What follows belongs to an exercise in optimizing a design on an open flow for small area and a short achievable clock period; a production flow would make more cautious choices. At most, simulation tests tie the RTL to the original design; equivalence was not proved. Only the layout flow was run in run 1; the RTL was not checked for function there. Power and IR drop assume default switching activity.

`flow/config.mk`:
```
export PLATFORM = sky130hd
export DESIGN_NAME = ysyx_23060286_top
export DESIGN_NICKNAME = ysyx_23060286_top
export VERILOG_FILES = /design/flow/design.v
export SDC_FILE = /design/flow/constraint.sdc
export NUM_CORES = 4
export LEC_CHECK = 0
export CAP_MARGIN = 20
export CORE_MARGIN = 2
export CORE_UTILIZATION = 40
export SETUP_SLACK_MARGIN = 0.3
export SLEW_MARGIN = 20
export SYNTH_HIERARCHICAL = 1
export SYNTH_MINIMUM_KEEP_SIZE = 0
```
`flow/constraint.sdc`:
```
create_clock -name core_clock -period 14.0 [get_ports {clk}]
set_input_delay 2.8000 -clock core_clock [delete_from_list [all_inputs] [get_ports {clk}]]
set_output_delay 2.8000 -clock core_clock [all_outputs]
set_load 0.01 [all_outputs]
```
`flow/design.v`:
```
module ysyx_23060286_Alu_unused;
endmodule
module ysyx_23060286_Alumux_unused;
endmodule
module ysyx_23060286_Dnpc_unused;
endmodule
module ysyx_23060286_Idu_unused;
endmodule
module ysyx_23060286_Imm_unused;
endmodule
module ysyx_23060286_Pc_unused;
endmodule
module ysyx_23060286_Pcmux_unused;
endmodule
module ysyx_23060286_rdport (
  input  [31:1] sel,
  input  [32*31-1:0] d,       
  output [31:0] q
);
  genvar b, j;
  generate for (b = 0; b < 32; b = b + 1) begin : bt
    wire [9:0] t;
    for (j = 0; j < 10; j = j + 1) begin : grp
      ysyx_23060286_aoi222 u (.a1(sel[3*j+1]), .a2(d[(3*j)*32+b]),
                              .b1(sel[3*j+2]), .b2(d[(3*j+1)*32+b]),
                              .c1(sel[3*j+3]), .c2(d[(3*j+2)*32+b]), .y(t[j]));
    end
    wire t31;
    ysyx_23060286_nand2 u31 (.a(sel[31]), .b(d[30*32+b]), .y(t31));
    wire [2:0] o;
    ysyx_23060286_nand4 n0 (.a(t[0]), .b(t[1]), .c(t[2]), .d(t[3]), .y(o[0]));
    ysyx_23060286_nand4 n1 (.a(t[4]), .b(t[5]), .c(t[6]), .d(t[7]), .y(o[1]));
    ysyx_23060286_nand3 n2 (.a(t[8]), .b(t[9]), .c(t31), .y(o[2]));
    ysyx_23060286_or3 r (.a(o[0]), .b(o[1]), .c(o[2]), .y(q[b]));
  end endgenerate
endmodule
module ysyx_23060286_aoi222 (input a1, a2, b1, b2, c1, c2, output y);
  assign y = ~((a1 & a2) | (b1 & b2) | (c1 & c2));
endmodule
module ysyx_23060286_nand2 (input a, b, output y);
  assign y = ~(a & b);
endmodule
module ysyx_23060286_nand3 (input a, b, c, output y);
  assign y = ~(a & b & c);
endmodule
module ysyx_23060286_nand4 (input a, b, c, d, output y);
  assign y = ~(a & b & c & d);
endmodule
module ysyx_23060286_or3 (input a, b, c, output y);
  assign y = a | b | c;
endmodule
module ysyx_23060286_Resultmux_unused;
endmodule
module ysyx_23060286_Snpc_unused;
endmodule
module ysyx_23060286_Srcamux_unused;
endmodule
module ysyx_23060286_top (
  input clk,
  input rst,
  input [31:0] inst_wire,
  input [31:0] readdata_wire,
  output [31:0] npc_wire,pc_wire,snpc_wire,rs1data_wire,rs2data_wire,immext_wire,srcb_wire,aluresult_wire,dnpc_wire,result_wire,srca_wire,
  output pcsrc,alusrc,regwrite,zero,jalr,auipc,
  output [1:0] resultsrc,immsrc,
  output [3:0] memwrite,
  output [3:0] alucontrol
);
  wire [6:0] op = inst_wire[6:0];
  wire [2:0] f3 = inst_wire[14:12];
  wire f7 = inst_wire[30];
  wire is_load  = op == 7'd3;
  wire is_store = op == 7'd35;
  wire is_r     = op == 7'd51;
  wire is_br    = op == 7'd99;
  wire is_i     = op == 7'd19;
  wire is_jal   = op == 7'd111;
  wire is_jalr  = op == 7'd103;
  wire is_u     = (op == 7'd23) | (op == 7'd55);    
  wire is_other = ~(is_load | is_store | is_r | is_br | is_i | is_jal | is_jalr | is_u);
  wire jump     = is_jal | is_jalr | is_other;
  wire is_ri    = is_r | is_i;                       
  wire aluop0   = ~(is_ri | is_br | is_u);           
  assign regwrite  = ~(is_store | is_br);
  assign immsrc    = {is_br | is_jal, is_store | is_jal};
  assign alusrc    = ~(is_r | is_br);
  assign resultsrc = {jump, is_load | is_store | is_br};
  assign auipc     = is_u | is_other;
  assign jalr      = is_jalr | is_other;
  wire sub_ri  = is_ri & (f3 == 3'b000) & op[5] & f7;
  wire op_add  = aluop0 | (is_ri & (f3 == 3'b000) & ~(op[5] & f7)) | (is_u & ~op[5]);
  wire op_sub  = is_br | sub_ri;
  wire op_and  = is_ri & (f3 == 3'b111);
  wire op_or   = is_ri & (f3 == 3'b110);
  wire op_slt  = is_ri & (f3[2:1] == 2'b01);
  wire op_sll  = is_ri & (f3 == 3'b001);
  wire op_xor  = is_ri & (f3 == 3'b100);
  wire op_sra  = is_ri & (f3 == 3'b101) & f7;
  wire op_srl  = is_ri & (f3 == 3'b101) & ~f7;
  wire op_pass = is_u & op[5];
  assign alucontrol = {op_xor | op_pass, op_sra | op_slt | op_srl | op_sll,
                       op_and | op_or | op_srl | op_sll,
                       op_sub | op_or | op_slt | op_sll | op_pass};
  wire [2:0] mwhi = ~aluop0 ? 3'b000 :
                    (f3 == 3'b100) ? 3'b001 :
                    (f3 == 3'b001) ? 3'b010 :
                    (f3 == 3'b101 || f3 == 3'b000) ? 3'b011 : 3'b000;
  assign memwrite = {mwhi, is_store};
  wire [31:0] i = inst_wire;
  wire [31:0] imm_i = {{20{i[31]}}, i[31:20]};
  wire [31:0] imm_s = {{20{i[31]}}, i[31:25], i[11:7]};
  wire [31:0] imm_b = {{19{i[31]}}, i[31], i[7], i[30:25], i[11:8], 1'b0};
  wire [31:0] imm_j = {{12{i[31]}}, i[19:12], i[20], i[30:21], 1'b0};
  wire [31:0] imm_u = {i[31:12], 12'b0};
  assign immext_wire = auipc ? imm_u : is_store ? imm_s : is_br ? imm_b : is_jal ? imm_j : imm_i;
  reg [31:0] rf [1:31];
  reg [31:0] pc;
  wire [4:0] ra1 = inst_wire[19:15];
  wire [4:0] ra2 = inst_wire[24:20];
  wire [4:0] wa  = inst_wire[11:7];
  wire [31:1] sel1, sel2;
  genvar g;
  generate for (g = 1; g < 32; g = g + 1) begin : dec
    assign sel1[g] = ra1 == g;
    assign sel2[g] = ra2 == g;
  end endgenerate
  wire [32*31-1:0] rfflat;
  generate for (g = 1; g < 32; g = g + 1) begin : fl
    assign rfflat[(g-1)*32 +: 32] = rf[g];
  end endgenerate
  wire [31:0] rd1, rd2;
  ysyx_23060286_rdport RP1 (.sel(sel1), .d(rfflat), .q(rd1));
  ysyx_23060286_rdport RP2 (.sel(sel2), .d(rfflat), .q(rd2));
  assign rs1data_wire = rd1;
  assign rs2data_wire = rd2;
  integer k;
  always @(posedge clk) begin
    for (k = 1; k < 32; k = k + 1)
      if (regwrite && wa == k) rf[k] <= result_wire;
  end
  always @(posedge clk) begin
    if (rst) pc <= 32'h80000000;
    else pc <= npc_wire;
  end
  assign pc_wire = pc;
  wire [31:0] a = auipc ? pc : rd1;
  wire [31:0] b = alusrc ? immext_wire : rd2;
  assign srca_wire = a;
  assign srcb_wire = b;
  wire [31:0] sum = a + (b ^ {32{op_sub}}) + {31'd0, op_sub};
  wire [32:0] cmp = {1'b0, a} + {1'b0, ~b} + 33'd1;
  wire ltu = ~cmp[32];
  wire lts = (a[31] ^ b[31]) ? a[31] : ltu;
  wire [4:0] sh = b[4:0];
  wire [31:0] a_rev;
  generate for (g = 0; g < 32; g = g + 1) begin : rv
    assign a_rev[g] = a[31 - g];
  end endgenerate
  wire [31:0] shin = op_sll ? a_rev : a;
  wire fill = op_sra & a[31];
  wire [31:0] shout = $signed({fill, shin}) >>> sh;
  wire [31:0] shout_rev;
  generate for (g = 0; g < 32; g = g + 1) begin : rv2
    assign shout_rev[g] = shout[31 - g];
  end endgenerate
  assign aluresult_wire =
      ({32{op_add | op_sub}} & sum) |
      ({32{op_and}} & (a & b)) |
      ({32{op_or}}  & (a | b)) |
      ({32{op_xor}} & (a ^ b)) |
      ({32{op_slt}} & {31'd0, lts}) |
      ({32{op_srl | op_sra}} & shout) |
      ({32{op_sll}} & shout_rev) |
      ({32{op_pass}} & b);
  wire z_add  = (a ^ b) == {(a[30:0] | b[30:0]), 1'b0};
  wire z_sub  = a == b;
  wire z_pass = b == 32'd0;
  wire z_sll  = (a & (32'hffffffff >> sh)) == 32'd0;
  wire alu_z  = op_add ? z_add : op_sub ? z_sub : op_pass ? z_pass : op_sll ? z_sll : (aluresult_wire == 32'd0);
  reg zr;
  always @(*) begin
    case (f3)
      3'b000: zr = alu_z;
      3'b001: zr = ~alu_z;
      3'b100: zr = lts;
      3'b101: zr = ~lts;
      3'b110: zr = ltu;
      3'b111: zr = ~ltu;
      default: zr = 1'b0;
    endcase
  end
  assign zero = zr;
  assign pcsrc = (zr & is_br) | jump;
  assign dnpc_wire = (jalr ? rd1 : pc) + immext_wire;
  assign snpc_wire = pc + 32'd4;
  assign npc_wire = pcsrc ? dnpc_wire : snpc_wire;
  assign result_wire = jump ? snpc_wire : (resultsrc[0] ? readdata_wire : aluresult_wire);
endmodule
```
`flow/run.sh`:
```
#!/bin/bash
# synth_recipe.tcl (not shown) runs the flow's synth.tcl, then flattens the netlist and writes it again
# the make line also repeats each setting of config.mk as NAME=value (left out here)
make -C /OpenROAD-flow-scripts/flow DESIGN_CONFIG=/design/flow/config.mk WORK_HOME=/design/flow/orfs CLKGATE_MAP_FILE= SYNTH_SCRIPT=/design/flow/synth_recipe.tcl finish
```
==> flow_summary.ini, run 1 <==
[grt]
grt_start_max_net_pins = 70
grt_pass1_wl_mm = 438
antenna_found_initial = 37
grt_pass1_vias = 52200
grtUsageTotal_pct = 45.5
grt_overflow = 0

[worst_setup_path]
reg2reg_depth = 33
crit_slowest_cell = nand4_1
crit_end = npc_wire[11]
cp_max_fo = 12
worstPathRequired_ns = 11.20
cp-start-kind = primary input
worstReg2RegEnd = pc[13]$_SDFF_PP0_
end_kind = output port
cp-startpoint = inst_wire[19]
r2r-start = rf[4][3]$_DFFE_PP_
r2r_slack_ns = 6.17
max_stage_delay_ns = 0.56
crit_arrival_ns = 10.94
path_class = in -> out
cpMostUsedCell = buf_12

[yosys]
synth.top_cell.area_share_pct = 54.8
yosys_most_used_dff = edfxtp_1
yosys_register_bits = 1024
synth_cells = 4439
synthTopCellsByArea = edfxtp_1 (55%), a222oi_1 (12%), ha_1 (3.6%)
ys_warn_count = 8
syn_nets = 4663
ys_seq_area_share_pct = 55.9
yosysUniqueCellTypes = 106
yosys.area.top_type = edfxtp_1
async_reset_ff_share_pct = 0
synth_area_sq_um = 54400
syn_avg_cell_area_sq_um = 12.3
synth_edf_count = 992

[place]
dpl.cell_count = 7606
gp_congestion = 1.13
dpl.hpwl_mm = 251
numPortBuffers = 434

[floorplan]
die_area_sq_um = 139000
ioPinCount = 436
core_area_sq_um = 135000
placementRows = 135
die_w_um = 373
die_h_um = 373
start_util_pct = 40.2

[sta]
setup_violations = 0
hold_violations = 0
fin_crit_ns = 13.74
drv_slew = 0
skew_ns = 0.0424
rsz0062_at_grt = no
relSlewSlack_pct = 15.9
max_freq_ghz = 0.0728
timing.final.crit_share_pct = 98.1
max_slew.worst_pin.slew_ns = 1.23
setup_tns_ns = 0

[route]
wl_per_cell_um = 41.7
drt_first_iter_violations = 11900
vias = 55700
drc_errors = 0
first_pass_iters = 13
drt-total-wl_mm = 328
final_antenna_net_count = 0
routed_via_density = 7.08

[clock_network]
cts_buffer_depth = 3
clk_pin_slew_ns = 0.05
cts_root_buf = clkbuf_16
worstSkewPairLatency_ns = 0.73
htreeDepth = 3
ctsHoldBuffers = 0
cts_sinks = 1024
cts_tree = yes
numCtsBuffers = 101

[hold_path]
min_path_type = reg -> reg

[job]
maxCapViolCount = 0

[run_status]
status = complete, no violations

[final_layout]
fillCellCount = 11600
finalNonFillerCells = 7868
regArea_sq_um = 30400
drive_gt1_share_pct = 28.7
area_growth_pct = 38.1
nets = 6205
multiInputGateArea_sq_um = 24300

[pwr]
pwr_density_cell_nw_per_um2 = 139
power_leakage_nw = 28.4
vdd_drop_max_v = 0.000127
-- registers in the layout, indices dropped and copies added, names as in the netlist --
signal,cells
rf,992
pc,32
-- modules after synthesis, one instance, submodules excluded, a selection --
module | copies in the design | cells
ysyx_23060286_or3 | 64 | 1
ysyx_23060286_nand4 | 128 | 1
ysyx_23060286_aoi222 | 640 | 1
ysyx_23060286_nand2 | 64 | 1
ysyx_23060286_top | 1 | 3479
ysyx_23060286_nand3 | 64 | 1
-- through the flow --
step	total power (W)	utilization, %	instance area [sq um]	setup slack (ns)	hold WS (ns)
CTS	0.0103	55.0	74300	0.265	0.786
finish	0.0105	55.6	75100	0.262	0.799
global placement	0.00754	52.1	70400	-0.675	0.773
floorplan	0.00509	-	54600	0.350	0.558
global route	0.0106	55.5	75000	0.239	0.812
detailed placement	0.00754	52.2	70500	-0.720	0.773
-- what timing repair did --
item,4_1_cts,5_1_grt
resized for setup,127,118
buffers inserted,17,31
pin swaps,52,97
setup endpoints to repair,34,35
gates cloned,2,3
-- how the worst min path moves through the flow --
| stage | start | end | cells after the start |
|---|---|---|---|
| CTS | pc[0]$_SDFF_PP0_ | pc[0]$_SDFF_PP0_ | 4 |
| detailed placement | pc[0]$_SDFF_PP0_ | pc[0]$_SDFF_PP0_ | 4 |
| finish | pc[0]$_SDFF_PP0_ | pc[0]$_SDFF_PP0_ | 4 |
| floorplan | pc[0]$_SDFF_PP0_ | pc[0]$_SDFF_PP0_ | 2 |
| global placement | pc[0]$_SDFF_PP0_ | pc[0]$_SDFF_PP0_ | 4 |
| global route | pc[0]$_SDFF_PP0_ | pc[0]$_SDFF_PP0_ | 4 |
-- routing by layer --
metal	track usage (%)	part of all wire, %
met5	0	0.078
met3	12.9	13
met4	36.4	10
met2	67.7	42
met1	55.2	35
-- area by class of cell --
cell class / count / share of cell area [%]
timing repair buffer: 1606 / 18.9
clock buffer: 123 / 3.50
multi-input combinational: 3096 / 32.4
antenna: 24 / 0.0800
inverter: 152 / 0.760
tap: 1781 / 2.97
sequential: 1024 / 40.5
clock inverter: 62 / 0.895
-- where the power goes --
group,internal (W),total [W],switching [W]
combinational,0.00152,0.00394,0.00243
sequential,0.00363,0.00375,0.000123
clock,0.00156,0.00278,0.00122
-- Yosys cell counts, types with 16 or more instances --
cell type / instances
a211oi_1: 45
a21o_1: 53
a21oi_1: 173
a222oi_1: 644
a22oi_1: 16
a31oi_1: 33
and2_1: 22
and3_1: 23
buf_1: 19
buf_2: 29
clkbuf_1: 112
dfxtp_1: 32
edfxtp_1: 992
ha_1: 156
inv_1: 147
mux2_2: 75
mux2i_1: 116
nand2_1: 274
nand2b_1: 19
nand3_1: 132
nand4_1: 153
nor2_1: 364
nor2b_1: 19
nor3_1: 56
nor4_1: 23
o211ai_1: 25
o21ai_0: 131
o221ai_1: 31
o22ai_1: 35
o31ai_1: 31
or3_1: 78
xnor2_1: 80
xor2_1: 58
-- kinds of logic (layout without fill, tap and decap cells) --
| group | Yosys count | count (layout) | share of synthesized area (%) |
|---|---|---|---|
| AO/OA/AOI/OAI | 1377 | 1377 | 20.9 |
| XOR/XNOR | 138 | 138 | 2.22 |
| adder cells (fa/ha/maj) | 159 | 159 | 3.68 |
| buffers and inverters | 322 | 1943 | 2.36 |
| flip-flops | 1024 | 1024 | 55.9 |
| multiplexers | 199 | 199 | 3.98 |
| other | 1 | 25 | 0.00690 |
| AND/OR/NAND/NOR | 1219 | 1222 | 10.9 |
-- cells in the final DEF, fill, tap and decap left out, types with 39 or more instances in the layout --
cell type and instances:
a211oi_1 43, a21o_1 53, a21oi_1 143, a222oi_1 644, buf_12 72, buf_4 1073
clkbuf_16 103, clkdlybuf4s50_1 391, edfxtp_1 992, ha_1 152, inv_1 146, mux2_2 75
mux2i_1 100, nand2_1 267, nand3_1 130, nand4_1 153, nor2_1 280, nor2_4 74
nor3_1 42, o21ai_0 115, or3_1 40, or3_4 39, xnor2_1 78, xor2_1 55
-- worst max-delay path, delay by kind of cell --
family | cells | cell delay [ns]
and+or+nand+nor | 13 | 3.45
buffers and inverters | 12 | 2.29
AOI/OAI and AO/OA | 6 | 1.91
adders and majority gates | 1 | 0.29
muxes | 1 | 0.15
==> inputs of run 2 (changes only) <==
--- a/flow/design.v
+++ b/flow/design.v
@@ -1,4 +1,28 @@
-module ysyx_23060286_Alu_unused;
+module ysyx_23060286_shifter (
+  input  [31:0] a,
+  input  [4:0]  sh,
+  input         left,     
+  input         arith,    
+  output [31:0] y
+);
+  wire fill = arith & a[31];
+  wire [31:0] s0;   
+  genvar i;
+  generate for (i = 0; i < 32; i = i + 1) begin : rv
+    ysyx_23060286_mux2i m (.s(left), .a0(a[i]), .a1(a[31-i]), .y(s0[i]));
+  end endgenerate
+  wire [31:0] s1, s2, s3, s4, s5;
+  generate for (i = 0; i < 32; i = i + 1) begin : st
+    ysyx_23060286_mux2i m0 (.s(sh[0]), .a0(s0[i]), .a1((i + 1  < 32) ? s0[(i + 1)  % 32] : ~fill), .y(s1[i]));
+    ysyx_23060286_mux2i m1 (.s(sh[1]), .a0(s1[i]), .a1((i + 2  < 32) ? s1[(i + 2)  % 32] :  fill), .y(s2[i]));
+    ysyx_23060286_mux2i m2 (.s(sh[2]), .a0(s2[i]), .a1((i + 4  < 32) ? s2[(i + 4)  % 32] : ~fill), .y(s3[i]));
+    ysyx_23060286_mux2i m3 (.s(sh[3]), .a0(s3[i]), .a1((i + 8  < 32) ? s3[(i + 8)  % 32] :  fill), .y(s4[i]));
+    ysyx_23060286_mux2i m4 (.s(sh[4]), .a0(s4[i]), .a1((i + 16 < 32) ? s4[(i + 16) % 32] : ~fill), .y(s5[i]));
+  end endgenerate
+  assign y = s5;
+endmodule
+module ysyx_23060286_mux2i (input s, a0, a1, output y);
+  assign y = ~(s ? a1 : a0);
 endmodule
 module ysyx_23060286_Alumux_unused;
 endmodule
@@ -10,7 +34,45 @@
 endmodule
 module ysyx_23060286_Pc_unused;
 endmodule
-module ysyx_23060286_Pcmux_unused;
+module ysyx_23060286_cmp (
+  input  [31:0] a,
+  input  [31:0] b,
+  output ltu,      
+  output lts,      
+  output eq        
+);
+  wire [31:0] g0 = ~a & b;
+  wire [31:0] e0 = ~(a ^ b);
+  wire [31:0] gp = {1'b0, g0[30:0]};
+  wire [31:0] ep = {1'b1, e0[30:0]};
+  wire [15:0] g1, e1;
+  wire [7:0]  g2, e2;
+  wire [3:0]  g3, e3;
+  wire [1:0]  g4, e4;
+  genvar i;
+  generate
+    for (i = 0; i < 16; i = i + 1) begin : l1
+      assign g1[i] = gp[2*i+1] | (ep[2*i+1] & gp[2*i]);
+      assign e1[i] = ep[2*i+1] & ep[2*i];
+    end
+    for (i = 0; i < 8; i = i + 1) begin : l2
+      assign g2[i] = g1[2*i+1] | (e1[2*i+1] & g1[2*i]);
+      assign e2[i] = e1[2*i+1] & e1[2*i];
+    end
+    for (i = 0; i < 4; i = i + 1) begin : l3
+      assign g3[i] = g2[2*i+1] | (e2[2*i+1] & g2[2*i]);
+      assign e3[i] = e2[2*i+1] & e2[2*i];
+    end
+    for (i = 0; i < 2; i = i + 1) begin : l4
+      assign g4[i] = g3[2*i+1] | (e3[2*i+1] & g3[2*i]);
+      assign e4[i] = e3[2*i+1] & e3[2*i];
+    end
+  endgenerate
+  wire glo = g4[1] | (e4[1] & g4[0]);    
+  wire elo = e4[1] & e4[0];              
+  assign ltu = g0[31] | (e0[31] & glo);
+  assign lts = (a[31] & ~b[31]) | (e0[31] & glo);
+  assign eq  = e0[31] & elo;
 endmodule
 module ysyx_23060286_rdport (
   input  [31:1] sel,
@@ -148,35 +210,29 @@
   assign srca_wire = a;
   assign srcb_wire = b;
   wire [31:0] sum = a + (b ^ {32{op_sub}}) + {31'd0, op_sub};
-  wire [32:0] cmp = {1'b0, a} + {1'b0, ~b} + 33'd1;
-  wire ltu = ~cmp[32];
-  wire lts = (a[31] ^ b[31]) ? a[31] : ltu;
+  wire ltu, lts, eq;
+  ysyx_23060286_cmp CMP (.a(a), .b(b), .ltu(ltu), .lts(lts), .eq(eq));
   wire [4:0] sh = b[4:0];
-  wire [31:0] a_rev;
-  generate for (g = 0; g < 32; g = g + 1) begin : rv
-    assign a_rev[g] = a[31 - g];
-  end endgenerate
-  wire [31:0] shin = op_sll ? a_rev : a;
-  wire fill = op_sra & a[31];
-  wire [31:0] shout = $signed({fill, shin}) >>> sh;
+  wire [31:0] shout;
+  ysyx_23060286_shifter SHF (.a(rd1), .sh(sh), .left(op_sll), .arith(op_sra), .y(shout));
   wire [31:0] shout_rev;
   generate for (g = 0; g < 32; g = g + 1) begin : rv2
     assign shout_rev[g] = shout[31 - g];
   end endgenerate
   assign aluresult_wire =
       ({32{op_add | op_sub}} & sum) |
-      ({32{op_and}} & (a & b)) |
-      ({32{op_or}}  & (a | b)) |
-      ({32{op_xor}} & (a ^ b)) |
+      ({32{op_and}} & (rd1 & b)) |
+      ({32{op_or}}  & (rd1 | b)) |
+      ({32{op_xor}} & (rd1 ^ b)) |
       ({32{op_slt}} & {31'd0, lts}) |
       ({32{op_srl | op_sra}} & shout) |
       ({32{op_sll}} & shout_rev) |
       ({32{op_pass}} & b);
   wire z_add  = (a ^ b) == {(a[30:0] | b[30:0]), 1'b0};
-  wire z_sub  = a == b;
+  wire z_sub  = eq;
   wire z_pass = b == 32'd0;
-  wire z_sll  = (a & (32'hffffffff >> sh)) == 32'd0;
-  wire alu_z  = op_add ? z_add : op_sub ? z_sub : op_pass ? z_pass : op_sll ? z_sll : (aluresult_wire == 32'd0);
+  wire z_sll  = (rd1 & (32'hffffffff >> sh)) == 32'd0;
+  wire alu_z  = op_add ? z_add : op_sub ? z_sub : op_pass ? z_pass : op_sll & z_sll;
   reg zr;
   always @(*) begin
     case (f3)
@@ -190,7 +246,19 @@
     endcase
   end
   assign zero = zr;
-  assign pcsrc = (zr & is_br) | jump;
+  reg brc;
+  always @(*) begin
+    case (f3)
+      3'b000: brc = eq;
+      3'b001: brc = ~eq;
+      3'b100: brc = lts;
+      3'b101: brc = ~lts;
+      3'b110: brc = ltu;
+      3'b111: brc = ~ltu;
+      default: brc = 1'b0;
+    endcase
+  end
+  assign pcsrc = (brc & is_br) | jump;
   assign dnpc_wire = (jalr ? rd1 : pc) + immext_wire;
   assign snpc_wire = pc + 32'd4;
   assign npc_wire = pcsrc ? dnpc_wire : snpc_wire;
==> flow/flow/run.sh (new file) <==
#!/bin/bash
# Standard ORFS layout (the standard.sh), with the port buffers made from
# sky130_fd_sc_hd__buf_2 instead of the flow's default pick (a delay buffer).
set -euo pipefail
export BUFFER_PORTS_ARGS="-buffer_cell sky130_fd_sc_hd__buf_2"
bash standard.sh BUFFER_PORTS_ARGS="$BUFFER_PORTS_ARGS" finish > standard_flow.log 2>&1
==> flow/standard.sh (new file) <==
#!/bin/bash
# synth_recipe.tcl (not shown) runs the flow's synth.tcl, then flattens the netlist and writes it again
# the make line also repeats each setting of config.mk as NAME=value (left out here)
make -C /OpenROAD-flow-scripts/flow DESIGN_CONFIG=/design/flow/config.mk WORK_HOME=/design/flow/orfs CLKGATE_MAP_FILE= SYNTH_SCRIPT=/design/flow/synth_recipe.tcl "${@:-finish}"
--- a/flow/config.mk
+++ b/flow/config.mk
@@ -7,8 +7,8 @@
 export LEC_CHECK = 0
 export CAP_MARGIN = 20
 export CORE_MARGIN = 2
-export CORE_UTILIZATION = 40
-export SETUP_SLACK_MARGIN = 0.3
+export CORE_UTILIZATION = 35
+export SETUP_SLACK_MARGIN = 2.0
 export SLEW_MARGIN = 20
 export SYNTH_HIERARCHICAL = 1
 export SYNTH_MINIMUM_KEEP_SIZE = 0
removed: flow/run.sh
==> run 2 against run 1 <==
Still clean on timing, DRC and antenna; clock power grew 2%; largest cell class unchanged; highest routed layer unchanged; utilization shrank 13 points; clock-buffer cell count grew 1; power shrank 13%; critical endpoint is now result_wire[0]; final cell count shrank 12%; final area shrank 14%; wire length shrank 16%; clock skew grew 0.026 ns; area after synthesis shrank 3.3%; die area grew 10%; sequential power shrank 1%.
==> flow_summary.ini, run 2 <==
[floorplan]
die_h_um = 392
die_area_sq_um = 153000
die_w_um = 392
core_area_sq_um = 150000
start_util_pct = 35.2
placementRows = 142
ioPinCount = 436

[yosys]
syn_nets = 4307
ys_seq_area_share_pct = 57.9
synth_fa_ha_area_share_pct = 4.63
synthXorXnorAreaFrac_pct = 2.52
syn_avg_cell_area_sq_um = 13.0
synth_cells = 4049
synthTopCellsByArea = edfxtp_1 (57%), a222oi_1 (13%), ha_1 (4.5%)
synth_area_sq_um = 52600
yosys_most_used_dff = edfxtp_1
synth_simple_gate_area_share_pct = 9.34
synth_edf_count = 992
ys_warn_count = 8
synth.top_cell.area_share_pct = 56.6
yosysMostFrequentCell = edfxtp_1
synthMuxAreaShare_pct = 5.06
yosys_register_bits = 1024
synth_top_family_by_area = compound AO/OA/AOI/OAI gates
yosysUniqueCellTypes = 89
synth_common_cells = edfxtp_1 (992), a222oi_1 (672), nand2_1 (270)
synth_compound_gate_area_share_pct = 18.4
yosys.area.top_type = edfxtp_1
async_reset_ff_share_pct = 0

[worst_setup_path]
crit_slowest_cell = nor2_4
path_class = in -> out
path_cells = clkbuf_4 -> nor2_1 -> nand2_2 -> nor2_4 -> buf_4 -> a222oi_1 -> nand4_1 -> or3_1 -> nor2_1 -> a31oi_2 -> ha_1 -> nand3_2 -> o211ai_1 -> a211oi_1 -> a21bo_1 -> nand3b_1 -> nand3b_1 -> o21ai_0 -> a222oi_1 -> o2111ai_1 -> mux2i_1 -> o21ai_2 -> buf_2
end_kind = output port
cp_max_fo = 20
cp.buffers_inverters = 3
path_delay_family = compound AO/OA/AOI/OAI gates
worstPathRequired_ns = 11.20
cp-start-kind = primary input
max_stage_delay_ns = 0.62
crit_arrival_ns = 9.25

[clock_network]
ctsHoldBuffers = 0
cts_tree = yes
cts_buffer_depth = 3
cts_root_buf = clkbuf_16
cts_sinks = 1024
worstSkewPairLatency_ns = 0.77
htreeDepth = 3
clk_pin_slew_ns = 0.06
numCtsBuffers = 108

[sta]
hold_violations = 0
max_freq_ghz = 0.0830
rsz0062_at_grt = no
setup_violations = 0
max_slew.worst_pin.slew_ns = 1.27
skew_ns = 0.0686
setup_tns_ns = 0
drv_slew = 0
timing.final.crit_share_pct = 86.1
relSlewSlack_pct = 15.0
fin_crit_ns = 12.05

[route]
drt_first_iter_violations = 11200
vias = 48000
drc_errors = 0
wl_per_cell_um = 39.6
routed_via_density = 6.90
first_pass_iters = 14
drt-total-wl_mm = 275
final_antenna_net_count = 0

[pwr]
vdd_drop_max_v = 0.000111
power_w = 0.00910
pwr_density_cell_nw_per_um2 = 141
power_leakage_nw = 23.1

[grt]
antenna_found_initial = 44
grtUsageTotal_pct = 34.4
grt_overflow = 0
grt_pass1_vias = 44200
grt_start_max_net_pins = 43
grt_pass1_wl_mm = 366

[run_status]
status = complete, no violations

[final_layout]
finalNonFillerCells = 6956
fillCellCount = 14000
drive_gt1_share_pct = 24.0
largest_reg_flops = 992
top_register = rf
final_common_cell = edfxtp_1
nets = 5077
reg_top3 = rf: 992 flops, pc: 32 flops
final_cell_mix = edfxtp_1 (992), a222oi_1 (672), buf_2 (431), buf_4 (309), nand2_1 (258)
area_growth_pct = 22.4

[job]
maxCapViolCount = 0

[place]
dpl.cell_count = 6661
dpl.hpwl_mm = 199
gp_congestion = 1.07
numPortBuffers = 434

[hold_path]
min_path_type = reg -> reg
## run 2: tightest hold or removal path: stages, from the launching register on
cell,delay (ns)
dfxtp_1,0.42
nand2_1,0.10
nand2_1,0.08
nor2b_1,0.14
## run 2: metal layers
layer  track usage [%]  vias to the layer above  part of all wire, %
met5                 0                        -                0.052
met4              23.2                       22                  8.3
met3              10.9                      902                   15
met2              51.8                     4403                   43
met1              42.1                    23600                   34
li1                  -                    19100                    -
## run 2: final timing paths
path,start,endpoint,slack (ns),depth (start not counted)
min,pc[1]$_SDFF_PP0_,pc[1]$_SDFF_PP0_,0.78,3
max,inst_wire[20],result_wire[0],1.95,23
min reg2reg,pc[1]$_SDFF_PP0_,pc[1]$_SDFF_PP0_,0.78,3
max reg2reg,rf[7][10]$_DFFE_PP_,rf[30][19]$_DFFE_PP_,7.65,18
## run 2: report_power, final
part | switching [W] | total, W | internal (W) | leakage (nW)
clock | 0.00129 | 0.00283 | 0.00154 | 1.67
sequential | 0.0000788 | 0.00370 | 0.00362 | 9.35
combinational | 0.00181 | 0.00258 | 0.000771 | 12.1
total | 0.00317 | 0.00910 | 0.00593 | 23.1
## run 2: modules after synthesis, one instance, submodules excluded, a selection
module,area (sq um),flops+latches
ysyx_23060286_aoi222,10.0,0
ysyx_23060286_nand4,6.26,0
ysyx_23060286_nand3,5.00,0
ysyx_23060286_cmp,856,0
ysyx_23060286_or3,6.26,0
ysyx_23060286_shifter,10.0,0
ysyx_23060286_top,41600,1024
ysyx_23060286_mux2i,10.0,0
ysyx_23060286_nand2,3.75,0
## run 2: kinds of logic (layout without fill, tap and decap cells)
family	Yosys count	count (layout)
mux	262	262
other cells	1	29
buf+inv	290	1143
xor+xnor	150	150
compound gates	1133	1134
fa+ha+maj	194	194
simple gates	995	1004
flops	1024	1024
## run 2: cell type report
| class | count | area, sq um | area share [%] |
|---|---|---|---|
| diodes | 28 | 70.1 | 0.109 |
| clock buffers | 124 | 2760 | 4.29 |
| clock inverters | 79 | 677 | 1.05 |
| inverters | 183 | 692 | 1.07 |
| multi-input cells | 2745 | 22400 | 34.8 |
| flip-flops and latches | 1024 | 30400 | 47.3 |
| well taps | 2016 | 2520 | 3.92 |
| repair buffers | 757 | 4790 | 7.44 |
## run 2: through the flow
step	cell area, sq um	setup WS (ns)	hold slack [ns]	util, %
after floorplan	52700	2.09	0.693	-
after global placement	59900	0.533	0.789	40.0
after detailed placement	59900	0.598	0.783	40.0
after CTS	63800	2.00	0.791	42.7
after global routing	64300	1.97	0.799	43.0
final	64400	1.95	0.777	43.0
## run 2: what timing repair did
| item | in CTS | in global routing |
|---|---|---|
| setup buffers | 29 | 25 |
| endpoints found under the hold margin | 0 | 0 |
| gates cloned | 5 | 5 |
| pin swaps | 28 | 29 |
| setup endpoints to repair | 90 | 60 |
| resized for setup | 53 | 49 |
==> inputs of run 3 (changes only) <==
--- a/flow/config.mk
+++ b/flow/config.mk
@@ -8,6 +8,8 @@
 export CAP_MARGIN = 20
 export CORE_MARGIN = 2
 export CORE_UTILIZATION = 35
+export CTS_CLUSTER_DIAMETER = 100
+export CTS_CLUSTER_SIZE = 20
 export SETUP_SLACK_MARGIN = 2.0
 export SLEW_MARGIN = 20
 export SYNTH_HIERARCHICAL = 1
==> run 3 against run 2 <==
Clock skew fell by 0.0022 ns; utilization fell by 0.89 points; register-to-register slack got worse by 0.12 ns; non-clock buffer count rose by 14; setup slack got worse by 0.094 ns; highest routed layer unchanged; hold slack got worse by 0.011 ns; die area did not move; critical endpoint unchanged; final cell count fell by 1.6%; still clean on timing, DRC and antenna; clock power fell by 29%; sequential share of layout area rose by 1.0 points.
==> flow_summary.ini, run 3 <==
[yosys]
ys_seq_area_share_pct = 57.9
yosys.area.top_type = edfxtp_1
syn_avg_cell_area_sq_um = 13.0
synth_cells = 4049
synthTopCellsByArea = edfxtp_1 (57%), a222oi_1 (13%), ha_1 (4.5%)
ys_warn_count = 8
yosysMostFrequentCell = edfxtp_1
async_reset_ff_share_pct = 0
yosys_most_used_dff = edfxtp_1
synth_edf_count = 992
synth_area_sq_um = 52600
yosysUniqueCellTypes = 89
synth_common_cells = edfxtp_1 (992), a222oi_1 (672), nand2_1 (270)
syn_nets = 4307
synth.top_cell.area_share_pct = 56.6
yosys_register_bits = 1024

[sta]
holdWs_ns = 0.766
skew_ns = 0.0664
fin_crit_ns = 12.15
setup_ws_ns = 1.85
setup_violations = 0
max_slew.worst_pin.slew_ns = 1.31
relSlewSlack_pct = 12.4
setup_tns_ns = 0
max_freq_ghz = 0.0823
timing.final.crit_share_pct = 86.8
rsz0062_at_grt = yes
drv_slew = 0
hold_violations = 0

[clock_network]
cts_sinks = 1024
worstSkewPairLatency_ns = 0.73
htreeDepth = 3
numCtsBuffers = 66
cts_tree = yes
clk_pin_slew_ns = 0.09
cts_root_buf = clkbuf_16
cts_buffer_depth = 3

[floorplan]
start_util_pct = 35.2
core_area_sq_um = 150000
die_h_um = 392
placementRows = 142
die_area_sq_um = 153000
die_w_um = 392
ioPinCount = 436

[worst_setup_path]
reg2reg_depth = 16
cp-start-kind = primary input
worstPathRequired_ns = 11.20
path_class = in -> out
r2r_slack_ns = 7.53
cp_max_fo = 9
r2r-start = rf[1][10]$_DFFE_PP_
crit_end = result_wire[0]
worstReg2RegEnd = rf[20][25]$_DFFE_PP_
end_kind = output port
crit_arrival_ns = 9.35
cp-startpoint = inst_wire[23]

[grt]
grt_overflow = 0
grtUsageTotal_pct = 34.2
grt_pass1_wl_mm = 363
grt_pass1_vias = 43800
antenna_found_initial = 31
grt_start_max_net_pins = 43

[pwr]
p_seq_share_pct = 44.6
swShare_pct = 36.2
p_clk_share_pct = 24.3
p_int_w = 0.00528
pwr_density_cell_nw_per_um2 = 131
p_sw_w = 0.00300
power_leakage_nw = 22.4
power_w = 0.00827
combPwrFrac_pct = 31.0
vdd_drop_max_v = 0.0000973

[hold_path]
min_path_type = reg -> reg

[route]
vias = 47800
drt-total-wl_mm = 275
drt_first_iter_violations = 11100
final_antenna_net_count = 0
routed_via_density = 6.98
first_pass_iters = 13
drc_errors = 0
wl_per_cell_um = 40.2

[final_layout]
final_cell_mix = edfxtp_1 (992), a222oi_1 (672), buf_2 (425), buf_4 (326), nand2_1 (258)
nets = 5051
top_register = rf
drive_gt1_share_pct = 23.6
final_common_cell = edfxtp_1
area_growth_pct = 19.8
finalNonFillerCells = 6848
reg_top3 = rf: 992 flops, pc: 32 flops
largest_reg_flops = 992
fillCellCount = 14100

[place]
post-place-ws_ns = 0.598
dpl.hpwl_mm = 199
numPortBuffers = 434
gp_congestion = 1.07
dpl.cell_count = 6661

[run_status]
status = complete, no violations

[job]
maxCapViolCount = 0
## run 3: cell types whose count changed in the layout (fill, tap and decap cells not counted), moves of 8 or more
| cell | change |
|---|---|
| clkbuf_16 | -42 |
| diode_2 | -8 |
| clkinv_2 | -22 |
| clkinv_1 | -31 |
| or3_1 | -14 |
| or3_4 | +14 |
| buf_4 | +17 |
| clkbuf_1 | -11 |
## run 3: kinds of logic after synthesis
kind of cell,share of synthesized area (%)
multiplexers,5.06
buffers and inverters,2.16
XOR/XNOR,2.52
flip-flops,57.9
AO/OA/AOI/OAI,18.4
other,0.00713
adder cells (fa/ha/maj),4.63
AND/OR/NAND/NOR,9.34
## run 3: through the flow
| stage | utilization [%] | cell area, sq um |
|---|---|---|
| global route | 42.1 | 63000 |
| finish | 42.1 | 63000 |
| CTS | 41.7 | 62300 |
| detailed placement | 40.0 | 59900 |
| global placement | 40.0 | 59900 |
| floorplan | - | 52700 |
## run 3: area by class of cell
cell class | instances | area (sq um) | area share, %
Multi-Input combinational cell | 2747 | 22500 | 35.7
Clock inverter | 16 | 304 | 0.482
Inverter | 183 | 694 | 1.10
Clock buffer | 71 | 1670 | 2.65
Tap cell | 2016 | 2520 | 4.00
Antenna cell | 20 | 50.0 | 0.0794
Timing Repair Buffer | 771 | 4850 | 7.69
Sequential cell | 1024 | 30400 | 48.3
## run 3: routing by layer
layer	share of wire, %	routed length, um	vias up	track usage [%]
met1	34	94600	23700	42.0
met5	0.12	334	-	0
met2	43	117000	4354	51.4
li1	-	-	18900	-
met4	8.2	22600	28	22.4
met3	15	40500	884	11.2
## run 3: worst max-delay path, cell delays in order
cell	delay, ns
clkbuf_4	0.24
nand2b_4	0.18
buf_4	0.25
nor2_4	0.10
buf_4	0.21
a222oi_1	0.41
nand4_1	0.42
or3_1	0.71
mux2i_1	0.45
inv_1	0.26
ha_1	0.38
nand4_1	0.28
nor2_1	0.14
a221oi_1	0.34
a31o_1	0.22
nand3b_1	0.10
nand3b_1	0.15
o21ai_0	0.10
a222oi_1	0.47
o2111ai_1	0.36
mux2i_1	0.27
o21ai_2	0.24
buf_2	0.23
## run 3: power by group through the flow
stage / Clock, W / Sequential, W / Combinational, W
after global placement: 0 / 0.00376 / 0.00241
after floorplan: 0 / 0.00375 / 0.00114
after global routing: 0.00211 / 0.00370 / 0.00266
after detailed placement: 0 / 0.00376 / 0.00241
final: 0.00201 / 0.00369 / 0.00257
after CTS: 0.00201 / 0.00369 / 0.00245
## run 3: worst min-delay path by stage
stage | start | end | slack [ns] | depth (start not counted)
5_1_grt | pc[0]$_SDFF_PP0_ | pc[0]$_SDFF_PP0_ | 0.80 | 3
3_5_place_dp | pc[1]$_SDFF_PP0_ | pc[1]$_SDFF_PP0_ | 0.78 | 3
4_1_cts | pc[0]$_SDFF_PP0_ | pc[0]$_SDFF_PP0_ | 0.80 | 3
3_3_place_gp | pc[1]$_SDFF_PP0_ | pc[1]$_SDFF_PP0_ | 0.79 | 3
6_report | pc[1]$_SDFF_PP0_ | pc[1]$_SDFF_PP0_ | 0.77 | 3
2_1_floorplan | pc[0]$_SDFF_PP0_ | pc[0]$_SDFF_PP0_ | 0.69 | 3
## run 3: repair_timing
item / CTS / global route
cloned: 4 / 8
pin swaps: 24 / 45
resized for setup: 51 / 75
hold buffers: 0 / 0
setup endpoints to repair: 90 / 63
buffers inserted: 26 / 42
## run 3: Yosys stat by module (local to each module, per instance), a selection
module	times used	flip-flops and latches
ysyx_23060286_or3	64	0
ysyx_23060286_nand3	64	0
ysyx_23060286_mux2i	192	0
ysyx_23060286_nand4	128	0
ysyx_23060286_nand2	64	0
ysyx_23060286_top	1	1024
ysyx_23060286_cmp	1	0
ysyx_23060286_shifter	1	0
ysyx_23060286_aoi222	640	0
==> inputs of run 4 (changes only) <==
--- a/flow/config.mk
+++ b/flow/config.mk
@@ -10,7 +10,7 @@
 export CORE_UTILIZATION = 35
 export CTS_CLUSTER_DIAMETER = 100
 export CTS_CLUSTER_SIZE = 20
-export SETUP_SLACK_MARGIN = 2.0
+export SETUP_SLACK_MARGIN = 2.6
 export SLEW_MARGIN = 20
 export SYNTH_HIERARCHICAL = 1
 export SYNTH_MINIMUM_KEEP_SIZE = 0
==> run 4 against run 3 <==
Clock-buffer cell count fell by 10; register-to-register slack improved by 0.35 ns; still clean on timing, DRC and antenna; clock power is 6% lower; sequential share of layout area down 1.2 points; die area is the same; highest routed layer unchanged; wire length grew 0.15%; hold slack got worse by 0.038 ns; via count up 0.56%; setup slack better by 0.60 ns; first-iteration DRC count up 0.66%; non-clock buffer count grew 96.
==> flow_summary.ini, run 4 <==
[yosys]
syn_nets = 4307
ys_warn_count = 8
synth_area_sq_um = 52600
yosys_most_used_dff = edfxtp_1
synth_edf_count = 992
synth_cells = 4049
synth.top_cell.area_share_pct = 56.6
ys_seq_area_share_pct = 57.9
yosys.area.top_type = edfxtp_1
syn_avg_cell_area_sq_um = 13.0
yosysUniqueCellTypes = 89
yosysMostFrequentCell = edfxtp_1
synthTopCellsByArea = edfxtp_1 (57%), a222oi_1 (13%), ha_1 (4.5%)
synth_common_cells = edfxtp_1 (992), a222oi_1 (672), nand2_1 (270)
async_reset_ff_share_pct = 0
yosys_register_bits = 1024

[sta]
drv_slew = 0
skew_ns = 0.0408
relSlewSlack_pct = 19.6
hold_violations = 0
setup_tns_ns = 0
setup_violations = 0
fin_crit_ns = 11.55
max_freq_ghz = 0.0866
max_slew.worst_pin.slew_ns = 1.21
timing.final.crit_share_pct = 82.5
holdWs_ns = 0.728
rsz0062_at_grt = yes

[floorplan]
die_area_sq_um = 153000
core_area_sq_um = 150000
ioPinCount = 436
die_w_um = 392
placementRows = 142
die_h_um = 392
start_util_pct = 35.2

[final_layout]
reg_top3 = rf: 992 flops, pc: 32 flops
final_common_cell = edfxtp_1
largest_reg_flops = 992
area_growth_pct = 22.8
nets = 5151
final_cell_mix = edfxtp_1 (992), a222oi_1 (672), buf_2 (423), buf_4 (385), nand2_1 (258)
drive_gt1_share_pct = 27.2
top_register = rf
fillCellCount = 13900

[grt]
grt_start_max_net_pins = 44
grt_pass1_wl_mm = 365
grt_overflow = 0
grt_use_met2_pct = 51.2
grt_pass1_vias = 43900
grtUsageTotal_pct = 34.3
met3_usage_pct = 11.5
gr-max-usage-layer = met2
met1_usage_pct = 41.6
antenna_found_initial = 27

[clock_network]
clk_pin_slew_ns = 0.07
cts_buffer_depth = 3
cts_root_buf = clkbuf_16
numCtsBuffers = 61
cts_tree = yes
cts_sinks = 1024
htreeDepth = 2
worstSkewPairLatency_ns = 0.76
ctsHoldBuffers = 0

[place]
gp_congestion = 1.06
numPortBuffers = 434
dpl.hpwl_mm = 194

[pwr]
vdd_drop_max_v = 0.000103
pwr_density_cell_nw_per_um2 = 128
power_leakage_nw = 23.0

[hold_path]
min_path_type = reg -> reg

[worst_setup_path]
end_kind = output port
cp-start-kind = primary input
cp_max_fo = 10
path_class = in -> out
worstPathRequired_ns = 11.20
crit_arrival_ns = 8.75

[job]
maxCapViolCount = 0

[route]
routed_via_density = 6.93
drt_first_iter_violations = 11100
drc_errors = 0
drt-total-wl_mm = 276
first_pass_iters = 17
final_antenna_net_count = 0
vias = 48100
wl_per_cell_um = 39.7

[run_status]
status = complete, no violations
run 4: where the power goes:
group / total, W / internal (W) / switching, W
Clock: 0.00188 / 0.000818 / 0.00106
Sequential: 0.00370 / 0.00362 / 0.0000824
Combinational: 0.00270 / 0.000865 / 0.00183
run 4: per-layer routing:
metal  routed length, um  vias up  part of all wire, %
met5                 107        -                0.039
met4               24300       16                  8.8
met3               40500      929                   15
met2              117000     4423                   42
met1               93900    23600                   34
li1                    -    19100                    -
run 4: worst max-delay path: stages:
cell and delay, ns:
buf_4 0.15, nand2b_4 0.19, buf_4 0.16, nor3_4 0.10, buf_6 0.19, a222oi_1 0.50
nand4_1 0.49, or3_4 0.54, buf_6 0.17, mux2i_2 0.19, mux2i_1 0.14, mux2i_2 0.26
mux2i_1 0.17, mux2i_1 0.20, mux2i_1 0.15, a222oi_1 1.08, o211ai_1 0.40, a21oi_2 0.23
o21ai_2 0.09, nor2_2 0.16, o21ai_4 0.16, buf_6 0.18
run 4: area by class of cell:
class / count / area, sq um / area share (%)
timing repair buffer: 867 / 5920 / 9.17
multi-input combinational: 2754 / 23200 / 35.9
antenna: 14 / 35.0 / 0.0542
sequential: 1024 / 30400 / 47.1
inverter: 183 / 717 / 1.11
clock buffer: 61 / 1530 / 2.36
clock inverter: 13 / 221 / 0.343
timing repair inverter: 2 / 15.0 / 0.0232
tap: 2016 / 2520 / 3.90
run 4: timing repair:
action,in CTS,in global routing
endpoints found under the setup margin,103,60
resized for setup,185,140
buffers inserted,85,85
pin swaps,110,130
gates cloned,18,4
hold endpoints to repair,0,0
run 4: worst paths after layout:
path                            depth (start not counted)               start                    to  slack [ns]
worst max-delay path                                   22       inst_wire[18]       result_wire[27]        2.45
worst min-delay path                                    3    pc[0]$_SDFF_PP0_      pc[0]$_SDFF_PP0_        0.73
worst max register to register                         17  rf[1][8]$_DFFE_PP_  rf[19][27]$_DFFE_PP_        7.88
worst min register to register                          3    pc[0]$_SDFF_PP0_      pc[0]$_SDFF_PP0_        0.73
run 4: cell families (layout without fill, tap and decap cells):
| kind of cell | Yosys count | in the layout | synth area share, % |
|---|---|---|---|
| fa+ha+maj | 194 | 194 | 4.63 |
| other cells | 1 | 15 | 0.00713 |
| buf+inv | 290 | 1126 | 2.16 |
| xor+xnor | 150 | 150 | 2.52 |
| mux | 262 | 262 | 5.06 |
| flops | 1024 | 1024 | 57.9 |
| compound gates | 1133 | 1135 | 18.4 |
| simple gates | 995 | 1012 | 9.34 |
run 4: Yosys stat by module, one instance, submodules excluded, excerpt:
module                 flops+latches  cells  times used
ysyx_23060286_nand2                0      1          64
ysyx_23060286_mux2i                0      1         192
ysyx_23060286_top               1024   2774           1
ysyx_23060286_aoi222               0      1         640
ysyx_23060286_cmp                  0    121           1
ysyx_23060286_nand4                0      1         128
ysyx_23060286_nand3                0      1          64
ysyx_23060286_or3                  0      1          64
ysyx_23060286_shifter              0      2           1
run 4: through the flow:
stage | power, W | cell area (sq um) | util (%) | worst slack (ns) | std cells
final | 0.00828 | 64600 | 43.2 | 2.45 | 6934
after global placement | 0.00614 | 59800 | 40.0 | 1.19 | 6652
after CTS | 0.00808 | 63300 | 42.3 | 2.53 | 6831
after floorplan | 0.00489 | 52800 | - | 2.61 | 4049
after global routing | 0.00847 | 64600 | 43.2 | 2.50 | 6923
after detailed placement | 0.00615 | 59900 | 40.0 | 1.11 | 6654
==> inputs of run 5 (changes only) <==
--- a/flow/config.mk
+++ b/flow/config.mk
@@ -10,7 +10,7 @@
 export CORE_UTILIZATION = 35
 export CTS_CLUSTER_DIAMETER = 100
 export CTS_CLUSTER_SIZE = 20
-export SETUP_SLACK_MARGIN = 2.6
+export SETUP_SLACK_MARGIN = 1.4
 export SLEW_MARGIN = 20
 export SYNTH_HIERARCHICAL = 1
 export SYNTH_MINIMUM_KEEP_SIZE = 0
==> run 5 against run 4 <==
Still clean on timing, DRC and antenna; die area did not move; hold slack got worse by 0.013 ns; sequential power is essentially flat; global-route usage decreased by 0.21 points; clock-buffer cell count up 7; combinational power shrank 7.4%; non-clock buffer count shrank 166; utilization decreased by 1.6 points; first-iteration DRC count is 4.7% lower; highest routed layer unchanged.
==> flow_summary.ini, run 5 <==
[run_status]
status = complete, no violations

[sta]
timing.final.crit_share_pct = 90.0
setup_tns_ns = 0
relSlewSlack_pct = 24.3
holdWs_ns = 0.715
setup_ws_ns = 1.40
fin_crit_ns = 12.60
hold_violations = 0
drv_slew = 0
rsz0062_at_grt = no
max_slew.worst_pin.slew_ns = 1.13
max_freq_ghz = 0.0794
skew_ns = 0.0616
setup_violations = 0

[grt]
grt_overflow = 0
grt_start_max_net_pins = 41
grt_pass1_wl_mm = 362
grtUsageTotal_pct = 34.1
grt_pass1_vias = 43700
antenna_found_initial = 38

[route]
drt-met1-wl_mm = 92.4
drt_first_iter_violations = 10600
drt-total-wl_mm = 271
routed.top_layer = met5
wl_met2_mm = 119
routed_via_density = 6.97
final_antenna_net_count = 0
met3_length_mm = 36.5
vias = 47300
wl_per_cell_um = 40.0
first_pass_iters = 10
drc_errors = 0

[yosys]
synth.top_cell.area_share_pct = 56.6
synth_common_cells = edfxtp_1 (992), a222oi_1 (672), nand2_1 (270)
synthTopCellsByArea = edfxtp_1 (57%), a222oi_1 (13%), ha_1 (4.5%)
async_reset_ff_share_pct = 0
syn_avg_cell_area_sq_um = 13.0
yosysUniqueCellTypes = 89
synth_cells = 4049
syn_nets = 4307
yosys.area.top_type = edfxtp_1
ys_seq_area_share_pct = 57.9
yosys_register_bits = 1024
yosys_most_used_dff = edfxtp_1
synth_area_sq_um = 52600
yosysMostFrequentCell = edfxtp_1
ys_warn_count = 8
synth_edf_count = 992

[pwr]
power_w = 0.00825
power_leakage_nw = 22.0
vdd_drop_max_v = 0.0000910
pwr_density_cell_nw_per_um2 = 133

[final_layout]
fillCellCount = 14000
regArea_sq_um = 30400
top_register = rf
final_common_cell = edfxtp_1
drive_gt1_share_pct = 21.5
area_growth_pct = 18.3
nets = 4977
multiInputGateArea_sq_um = 22200
largest_reg_flops = 992
reg_top3 = rf: 992 flops, pc: 32 flops
final_cell_mix = edfxtp_1 (992), a222oi_1 (672), buf_2 (432), nand2_1 (265), buf_4 (263)
utilization_pct = 41.6

[floorplan]
die_w_um = 392
placementRows = 142
start_util_pct = 35.2
die_area_sq_um = 153000
ioPinCount = 436
die_h_um = 392
core_area_sq_um = 150000

[hold_path]
hp-start = pc[1]$_SDFF_PP0_
whs_path_depth = 3
min_delay_worst_endpoint = pc[1]$_SDFF_PP0_
min_path_type = reg -> reg

[worst_setup_path]
crit_slowest_cell = a222oi_1
path_class = in -> out
path_cells = buf_2 -> nand2b_2 -> nor2_4 -> buf_4 -> a222oi_1 -> nand4_1 -> or3_1 -> nand2b_1 -> o31ai_1 -> xnor2_1 -> ha_1 -> a21o_1 -> a21oi_1 -> nor2b_1 -> o31a_1 -> a221oi_1 -> a21oi_1 -> or2_2 -> xnor2_1 -> o21ai_0 -> o211a_1 -> a21o_2 -> buf_2
path_delay_family = compound AO/OA/AOI/OAI gates
end_kind = output port
worstReg2RegEnd = rf[16][14]$_DFFE_PP_
worstPathRequired_ns = 11.20
cp-start-kind = primary input
cp.buffers_inverters = 3
cp_max_fo = 12
max_stage_delay_ns = 0.92
r2r_slack_ns = 7.17
reg2reg_depth = 22
crit_arrival_ns = 9.80
r2r-start = rf[16][1]$_DFFE_PP_

[place]
post-place-ws_ns = 0.925
gp_congestion = 1.07
numPortBuffers = 434
dpl.hpwl_mm = 196

[clock_network]
cts_sinks = 1024
worstSkewPairLatency_ns = 0.74
htreeDepth = 3
numCtsBuffers = 68
cts_tree = yes
cts_buffer_depth = 3
cts_root_buf = clkbuf_16
clk_pin_slew_ns = 0.08
ctsHoldBuffers = 0

[job]
maxCapViolCount = 0
run 5: metrics by stage:
stage                     instances  instance area (sq um)
final                          6782                  62200
after global routing           6756                  62100
after CTS                      6736                  61900
after detailed placement       6633                  59700
after global placement         6631                  59700
after floorplan                4049                  52700
run 5: final cells by class:
type | instances | share of cell area (%)
clock inverters | 19 | 0.551
inverters | 183 | 1.11
multi-input cells | 2741 | 35.7
flip-flops and latches | 1024 | 48.9
diodes | 30 | 0.121
clock buffers | 68 | 2.74
well taps | 2016 | 4.06
repair buffers | 701 | 6.79
run 5: worst max path at each step:
stage | startpoint | to | slack, ns | cells past startpoint
final | inst_wire[20] | result_wire[23] | 1.40 | 23
after global routing | inst_wire[18] | npc_wire[6] | 1.41 | 27
after detailed placement | inst_wire[19] | npc_wire[17] | 0.93 | 23
after CTS | inst_wire[19] | npc_wire[17] | 1.39 | 23
after floorplan | inst_wire[19] | result_wire[19] | 1.43 | 19
after global placement | inst_wire[17] | npc_wire[6] | 0.96 | 22
run 5: kinds of logic after synthesis:
group	synth area share (%)
AOI/OAI and AO/OA	18.4
DFF	57.9
and+or+nand+nor	9.34
buffers and inverters	2.16
muxes	5.06
adders and majority gates	4.63
xor gates and xnor gates	2.52
other	0.00713
run 5: routing by layer:
layer | global-route usage (%) | vias to the layer above
met1 | 41.1 | 23400
met2 | 52.1 | 4199
li1 | - | 18700
met3 | 9.89 | 885
met4 | 24.4 | 16
met5 | 0 | -
run 5: Yosys stat by module (local to each module, per instance), excerpt:
module                 copies in the design  cells  flops+latches
ysyx_23060286_nand2                      64      1              0
ysyx_23060286_nand4                     128      1              0
ysyx_23060286_shifter                     1      2              0
ysyx_23060286_top                         1   2774           1024
ysyx_23060286_nand3                      64      1              0
ysyx_23060286_or3                        64      1              0
ysyx_23060286_mux2i                     192      1              0
ysyx_23060286_cmp                         1    121              0
ysyx_23060286_aoi222                    640      1              0
run 5: report_power, final:
group	internal, W	switching [W]	total (W)
Sequential	0.00362	0.0000826	0.00370
Clock	0.000937	0.00112	0.00206
Combinational	0.000725	0.00177	0.00250
run 5: worst min-delay path, stage by stage (launching register included):
cell     delay (ns)
dfxtp_1        0.40
nand2_1        0.09
nand2_1        0.06
nor2b_1        0.12
run 5: what timing repair did:
action / 4_1_cts / 5_1_grt
cloned: 4 / 2
buffers inserted: 12 / 14
gates resized for setup: 17 / 30
pin swaps: 8 / 10
endpoints found under the hold margin: 0 / 0
endpoints found under the setup margin: 48 / 49
==> inputs of run 6 (changes only) <==
--- a/flow/config.mk
+++ b/flow/config.mk
@@ -10,7 +10,7 @@
 export CORE_UTILIZATION = 35
 export CTS_CLUSTER_DIAMETER = 100
 export CTS_CLUSTER_SIZE = 20
-export SETUP_SLACK_MARGIN = 1.4
+export SETUP_SLACK_MARGIN = 3.2
 export SLEW_MARGIN = 20
 export SYNTH_HIERARCHICAL = 1
 export SYNTH_MINIMUM_KEEP_SIZE = 0
==> run 6 against run 5 <==
Still clean; sequential power about the same; hold slack improved by 0.053 ns; setup slack improved by 1.3 ns; synthesized cell count unchanged; sequential share of layout area decreased by 4.8 points; area after synthesis unchanged; first-iteration DRC count increased by 2.8%; sequential cell count unchanged; critical endpoint is now result_wire[24]; largest cell class unchanged.
==> flow_summary.ini, run 6 <==
[final_layout]
final_cell_mix = edfxtp_1 (992), a222oi_1 (672), buf_4 (482), buf_2 (402), nand2_1 (247)
final_common_cell = edfxtp_1
fillCellCount = 13500
largest_reg_flops = 992
drive_gt1_share_pct = 33.5
area_growth_pct = 31.2
reg_top3 = rf: 992 flops, pc: 32 flops
nets = 5375
top_register = rf

[clock_network]
htreeDepth = 2
worstSkewPairLatency_ns = 0.74
cts_buffer_depth = 3
numCtsBuffers = 59
cts_root_buf = clkbuf_16
ctsHoldBuffers = 0
clk_pin_slew_ns = 0.09
cts_tree = yes
cts_sinks = 1024

[place]
numPortBuffers = 434
gp_congestion = 1.09
dpl.hpwl_mm = 198

[grt]
grtUsageTotal_pct = 36.0
grt_overflow = 0
antenna_found_initial = 28
grt_pass1_vias = 46100
grt_pass1_wl_mm = 382
grt_start_max_net_pins = 42

[floorplan]
die_h_um = 392
start_util_pct = 35.2
die_area_sq_um = 153000
ioPinCount = 436
core_area_sq_um = 150000
placementRows = 142
die_w_um = 392

[worst_setup_path]
max_stage_delay_ns = 0.96
cp_max_fo = 7
r2r_slack_ns = 7.88
crit_slowest_cell = a222oi_1
path_cells = buf_12 -> nand2b_4 -> buf_12 -> nor3_4 -> buf_6 -> a222oi_1 -> nand4_1 -> or3_4 -> buf_12 -> mux2i_4 -> mux2i_2 -> mux2i_2 -> mux2i_2 -> mux2i_2 -> mux2i_1 -> a222oi_1 -> o2111ai_2 -> buf_4 -> mux2i_4 -> a21oi_4 -> buf_12 -> buf_6
crit_arrival_ns = 8.52
cp-start-kind = primary input
cp.buffers_inverters = 7
end_kind = output port
path_class = in -> out
worstPathRequired_ns = 11.20
path_delay_family = simple AND/OR/NAND/NOR gates

[sta]
rsz0062_at_grt = yes
max_freq_ghz = 0.0883
setup_tns_ns = 0
hold_violations = 0
setup_violations = 0
skew_ns = 0.0678
drv_slew = 0
relSlewSlack_pct = 24.1
max_slew.worst_pin.slew_ns = 1.14
holdWs_ns = 0.768
fin_crit_ns = 11.32
timing.final.crit_share_pct = 80.8

[yosys]
synth_common_cells = edfxtp_1 (992), a222oi_1 (672), nand2_1 (270)
yosysUniqueCellTypes = 89
yosysMostFrequentCell = edfxtp_1
syn_nets = 4307
yosys.area.top_type = edfxtp_1
ys_warn_count = 8
ys_seq_area_share_pct = 57.9
synth_edf_count = 992
async_reset_ff_share_pct = 0
yosys_register_bits = 1024
synth.top_cell.area_share_pct = 56.6
synth_cells = 4049
synthTopCellsByArea = edfxtp_1 (57%), a222oi_1 (13%), ha_1 (4.5%)
synth_area_sq_um = 52600
yosys_most_used_dff = edfxtp_1
syn_avg_cell_area_sq_um = 13.0

[route]
final_antenna_net_count = 0
routed_via_density = 6.91
drt-total-wl_mm = 291
drc_errors = 0
first_pass_iters = 13
drt_first_iter_violations = 10900
vias = 49500
wl_per_cell_um = 40.5

[pwr]
pwr_density_cell_nw_per_um2 = 125
vdd_drop_max_v = 0.000127
power_leakage_nw = 24.8

[job]
maxCapViolCount = 0

[run_status]
status = complete, no violations

[hold_path]
min_path_type = reg -> reg
==> run 6: cell counts after synthesis <==
Identical to the previous run, type by type.
==> run 6: report_power, final <==
group	total, W	switching (W)	internal [W]	leakage [nW]
Combinational	0.00310	0.00200	0.00111	14.6
Sequential	0.00370	0.0000844	0.00362	9.35
Clock	0.00183	0.00103	0.000794	0.806
==> run 6: what timing repair did <==
item / CTS / global route
setup buffers: 300 / 91
gates cloned: 38 / 9
pin swaps: 340 / 146
setup endpoints to repair: 122 / 99
hold endpoints to repair: 0 / 0
gates resized for setup: 522 / 223
==> run 6: tightest hold or removal path: stages (launching register included) <==
cell     delay, ns
dfxtp_1       0.44
nand2_1       0.11
nand2_1       0.06
nor2b_1       0.12
==> run 6: per-layer routing <==
layer / wire length, um / up-vias / GRT usage (%) / part of all wire [%]
met5: 149 / - / 0 / 0.051
met4: 26800 / 24 / 25.2 / 9.2
met3: 42200 / 1078 / 11.7 / 15
met2: 124000 / 4471 / 54.9 / 43
met1: 97700 / 24400 / 43.1 / 34
li1: - / 19600 / - / -
==> run 6: kinds of logic after synthesis <==
family                   share of synthesized area, %
XOR/XNOR                                         2.52
flip-flops                                       57.9
multiplexers                                     5.06
buffers and inverters                            2.16
other                                         0.00713
AND/OR/NAND/NOR                                  9.34
AO/OA/AOI/OAI                                    18.4
adder cells (fa/ha/maj)                          4.63
==> run 6: stage by stage <==
step	power, W	cells	utilization, %	setup slack (ns)	area (sq um)
after global routing	0.00883	7152	46.1	2.72	68900
final	0.00863	7167	46.1	2.68	69000
after CTS	0.00832	7049	44.8	3.15	67000
after detailed placement	0.00619	6632	40.0	0.950	59900
after global placement	0.00619	6628	40.0	0.922	59800
after floorplan	0.00490	4049	-	3.08	53200
==> run 6: worst paths after layout <==
kind / from / end / cells after the start
worst max-delay path: inst_wire[17] / result_wire[24] / 22
worst min-delay path: pc[1]$_SDFF_PP0_ / pc[1]$_SDFF_PP0_ / 3
worst max register to register: rf[7][7]$_DFFE_PP_ / rf[11][20]$_DFFE_PP_ / 19
worst min register to register: pc[1]$_SDFF_PP0_ / pc[1]$_SDFF_PP0_ / 3
==> run 6: final cells by class <==
class                      count  area, sq um  share of cell area, %
inverter                     183          727                   1.05
multi-input combinational   2760        24400                   35.4
clock buffer                  70         1520                   2.20
clock inverter                 9          151                  0.219
timing repair inverter         3         31.3                 0.0453
sequential                  1024        30400                   44.1
tap                         2016         2520                   3.66
antenna                       16         40.0                 0.0580
timing repair buffer        1086         9130                   13.2
==> run 6: Yosys stat by module (local to each module, per instance), a selection <==
module	cells inside	area, sq um
ysyx_23060286_nand3	1	5.00
ysyx_23060286_cmp	121	856
ysyx_23060286_mux2i	1	10.0
ysyx_23060286_top	2774	41600
ysyx_23060286_or3	1	6.26
ysyx_23060286_nand2	1	3.75
ysyx_23060286_nand4	1	6.26
ysyx_23060286_aoi222	1	10.0
ysyx_23060286_shifter	2	10.0

re-timing with driven ports:
No port has a modelled driver above. Below, the same layouts with a new extraction and two added sets of constraints.
Step 1, drivers: a clkbuf_16 drives clk and a buf_2 each remaining input, both assumed.
Step 2 times the ports against the registers' clock, not the clock port: input delays grow and output delays shrink by t, the midpoint of the rising clock arrivals with the driver on.
Slacks: no drivers / after step 1 / after step 2; pairs: no drivers / after step 1.
run | t (ns) | setup slack, ns | slew at the worst register clock pin (ns) | worst data-port slew with drivers (ns)
run 1 | 0.792 | 0.262 / 0.089 / 0.089 | 0.08 / 0.08 | 0.22
run 2 | 0.816 | 1.946 / 1.796 / 1.796 | 0.08 / 0.08 | 0.18
run 3 | 0.782 | 1.852 / 1.733 / 1.733 | 0.09 / 0.09 | 0.20
run 4 | 0.814 | 2.453 / 2.302 / 2.302 | 0.09 / 0.09 | 0.25
run 5 | 0.793 | 1.403 / 1.373 / 1.373 | 0.09 / 0.09 | 0.16
run 6 | 0.786 | 2.681 / 2.493 / 2.493 | 0.09 / 0.09 | 0.27
After both steps setup and hold are still met in every run listed. The setup slack of run 6, which loses most, moves by -0.188 ns with the drivers and by -0.188 ns with both steps.
